What follows belongs to an exercise in optimizing a design on an open flow for a short achievable clock period and few clock cycles; a production flow would make more cautious choices.

==> flow/design.v (excerpt) <==
module cpu (
    input  wire        clk,
    input  wire        rst_n,
    output wire [15:0] imem_addr,
    input  wire [7:0]  imem_data,
    output wire [15:0] dmem_addr,
    input  wire [7:0]  dmem_rd_data,
    output wire [7:0]  dmem_wr_data,
    output wire        dmem_wr_en
);
For scale: about 670 flip-flops, ~59 I/O pins, ~0.035 mm2 of cells after synthesis.
Settings: LEC_CHECK=0, CAP_MARGIN=20, CORE_MARGIN=2, CORE_UTILIZATION=40, PLACE_DENSITY=0.6, SETUP_SLACK_MARGIN=5, SLEW_MARGIN=20, TNS_END_PERCENT=100; clock period 8.0 ns.
standard.sh (not shown) runs the stock make flow with config.mk's settings and CLKGATE_MAP_FILE= SYNTH_SCRIPT=/design/flow/synth_recipe.tcl, a recipe that flattens the netlist after the stock synthesis.
==> flow/flow/run.sh <==
#!/bin/bash
set -euo pipefail
bash standard.sh SETUP_SLACK_MARGIN=5.6 finish > standard.log 2>&1
==> next run, changes <==
--- a/flow/design.v
+++ b/flow/design.v
@@ -239,42 +239,53 @@
         if (x_passa) oth = A;
         if (x_passb) oth = B;
         if (x_popw)  oth = tos[7:0];
     end
     wire       x_add = (x_sel == 3'd0) & ~x_passa & ~x_passb & ~x_popw;
     wire [7:0] res   = x_add ? sum : oth;
     wire       res_c = x_add ? add_c : oth_c;
     wire       res_v = x_add & add_v;
-    wire ccond = x_sle ? (sum[7] | add_z) : ~add_z;
+    wire ccond = ~x_sle & ~add_z;
+    wire sle_t = x_sle & (sum[7] | add_z);
+    reg         sle_pend;
+    reg  [15:0] jt_sle;
     wire [15:0] tos_d = (s_rv0 | s_rv1) ? stk[4'd1] :
                         x_push          ? d16 :
                         x_pop           ? stk[sp + 4'd2] : tos;
     assign dmem_addr    = mar;
     assign dmem_wr_en   = x_stor;
     assign dmem_wr_data = wd;
+    wire s_opv   = s_op & ~sle_pend;     
     wire sel_vec = s_rv1;
     wire sel_r52 = s_b1 & ((o_jump | o_call) & jcond);
-    wire sel_tos = s_op & b_ret;
-    wire sel_p2  = (s_op & (b_imar | b_dmar)) |
+    wire sel_r74 = s_b3 & ccond;
+    wire sel_tos = s_opv & b_ret;
+    wire sel_p2  = (s_opv & (b_imar | b_dmar)) |
                    (s_b1 & o_std3 & ~need_w2) |
                    (s_b1 & o_comp & djn_skip);
-    wire sel_p1  = ~(sel_vec | sel_r52 | sel_tos | sel_p2);
-    wire [15:0] fa_o = ({16{sel_vec}} & {b, vlo}) |
-                       ({16{sel_r52}} & r_52) |
-                       ({16{sel_tos}} & tos_d) |
-                       ({16{sel_p2}}  & p2) |
-                       ({16{sel_p1}}  & p1);
-    wire [15:0] fa_d = (s_b3 & ccond) ? r_74 : fa_o;
+    wire sel_p1  = ~(sel_vec | sel_r52 | sel_r74 | sel_tos | sel_p2 | sle_pend);
+    wire [15:0] fa_o = ({16{sel_vec}}  & {b, vlo}) |
+                       ({16{sle_pend}} & jt_sle) |
+                       ({16{sel_tos}}  & tos_d) |
+                       ({16{sel_p2}}   & p2) |
+                       ({16{sel_p1}}   & p1);
+    wire [15:0] fa_d = ({16{sel_r52}} & r_52) |
+                       ({16{sel_r74}} & r_74) |
+                       fa_o;
     always @(posedge clk or negedge rst_n) begin
         if (!rst_n) begin
             fa   <= 16'hFFFC;
             ia_x <= 16'h0000;
+            sle_pend <= 1'b0;
+            jt_sle   <= 16'h0000;
         end else begin
             fa   <= fa_d;
+            sle_pend <= s_b3 & sle_t;
+            jt_sle   <= r_74;
             ia_x <= fa_d ^ 16'hFFFC;
         end
     end
     wire b_m11  = (bmode == 2'b11);
     wire selA52 = s_b1 & ~o_comp;
     wire selA74 = (s_b1 & o_comp) |
                   (s_b2 & o_comp & ~o_djn & (mode != 2'b00)) |
                   (s_b2 & ~o_comp & (o_mov | (mode == 2'b00)));
@@ -311,49 +322,49 @@
             x_mar_ld <= 1'b0; x_imar <= 1'b0; x_dmar <= 1'b0;
             x_push <= 1'b0; x_pop <= 1'b0; x_popw <= 1'b0; x_stor <= 1'b0;
         end else begin
             x_alu <= 1'b0; x_we <= 1'b0; x_passa <= 1'b0; x_passb <= 1'b0;
             x_mar_ld <= 1'b0; x_imar <= 1'b0; x_dmar <= 1'b0;
             x_push <= 1'b0; x_pop <= 1'b0; x_popw <= 1'b0; x_stor <= 1'b0;
             A <= A_d;
             B <= B_d;
-            wd  <= r_52[7:0];                                    
-            d16 <= s_b2 ? {w1, b} : (o_call ? p1 : r_52);        
             x_sub <= c_sub;
             x_ci  <= c_ci;
             x_sel <= c_sel;
             x_sh  <= op[2:0] - 3'd2;      
             x_bm  <= op[4:0] - 5'h12;     
             x_sle <= (op == 8'h36);
             if (s_rv0) begin
                 vlo   <= b;
                 s_rv0 <= 1'b0;
                 s_rv1 <= 1'b1;
             end
             if (s_rv1) begin
                 s_rv1 <= 1'b0;
                 s_op  <= 1'b1;
             end
-            if (s_op) begin
+            if (s_opv) begin
                 op <= b;
                 if (b_imar | b_dmar) begin
                     x_imar <= b_imar;
                     x_dmar <= b_dmar;
                 end else if (b_ret) begin
                     x_pop  <= 1'b1;
                 end else begin
                     s_op <= 1'b0;
                     s_b1 <= 1'b1;
                 end
             end
             if (s_b1) begin
                 w1   <= b;
                 s_b1 <= 1'b0;
                 xrd  <= o_comp ? b[7:4] : b[5:2];
+                wd   <= r_52[7:0];                  
+                d16  <= o_call ? p1 : r_52;         
                 if (o_std3) begin
                     if (need_w2) begin
                         s_b2 <= 1'b1;
                     end else begin
                         s_op    <= 1'b1;
                         x_alu   <= ~o_mov;
                         x_we    <= o_mov | c_we;
                         x_passb <= o_mov;
@@ -374,16 +385,17 @@
                     x_pop    <= o_pop;
                     x_popw   <= o_pop;
                     x_we     <= o_load;
                     x_passb  <= o_load;
                 end
             end
             if (s_b2) begin
                 s_b2 <= 1'b0;
+                d16  <= {w1, b};                    
                 if (o_comp) begin
                     s_b3 <= 1'b1;
                     if (!o_djn) begin
                         xrd <= b[7:4];
                     end
                     x_alu  <= 1'b1;
                     x_we   <= 1'b1;
                 end else begin
Effect: Global-route usage goes up by 0.23 points. Core utilization goes up by 1.2 points. Die area goes up by a few percent. Via count goes up by a little under a tenth. Non-clock buffer count goes up by 108. Register-to-register slack is better by 0.04 ns.
No functional check of the RTL was part of any run of this note.

-- static timing again, ports no longer ideal --
The flow's constraints put no driver on any port. The routed layouts listed below were extracted and timed again, unchanged, in two steps. Step 1: set_driving_cell puts a clkbuf_16 on clk and a buf_2 on each other input, an assumption about the parent block. Step 2 also shifts input and output timing later by t, the mid clock arrival at the registers, as if the neighbouring blocks saw the same clock. Slacks: ideal / step 1 / step 2; pairs: ideal / step 1.
run | t (ns) | setup WS [ns] | worst setup path at the end | latest minus earliest clock arrival (ns) | worst data-port slew with drivers (ns)
the first run | 0.720 | 4.817 / 4.630 / 3.910 | input to register | 0.040 / 0.040 | 0.32
the second run | 0.716 | 4.716 / 4.525 / 3.808 | input to register | 0.048 / 0.047 | 0.28
After both steps every run listed still meets setup and hold. For the second run, which loses most, drivers alone change the setup slack by -0.191 ns; drivers and shift together by -0.908 ns.
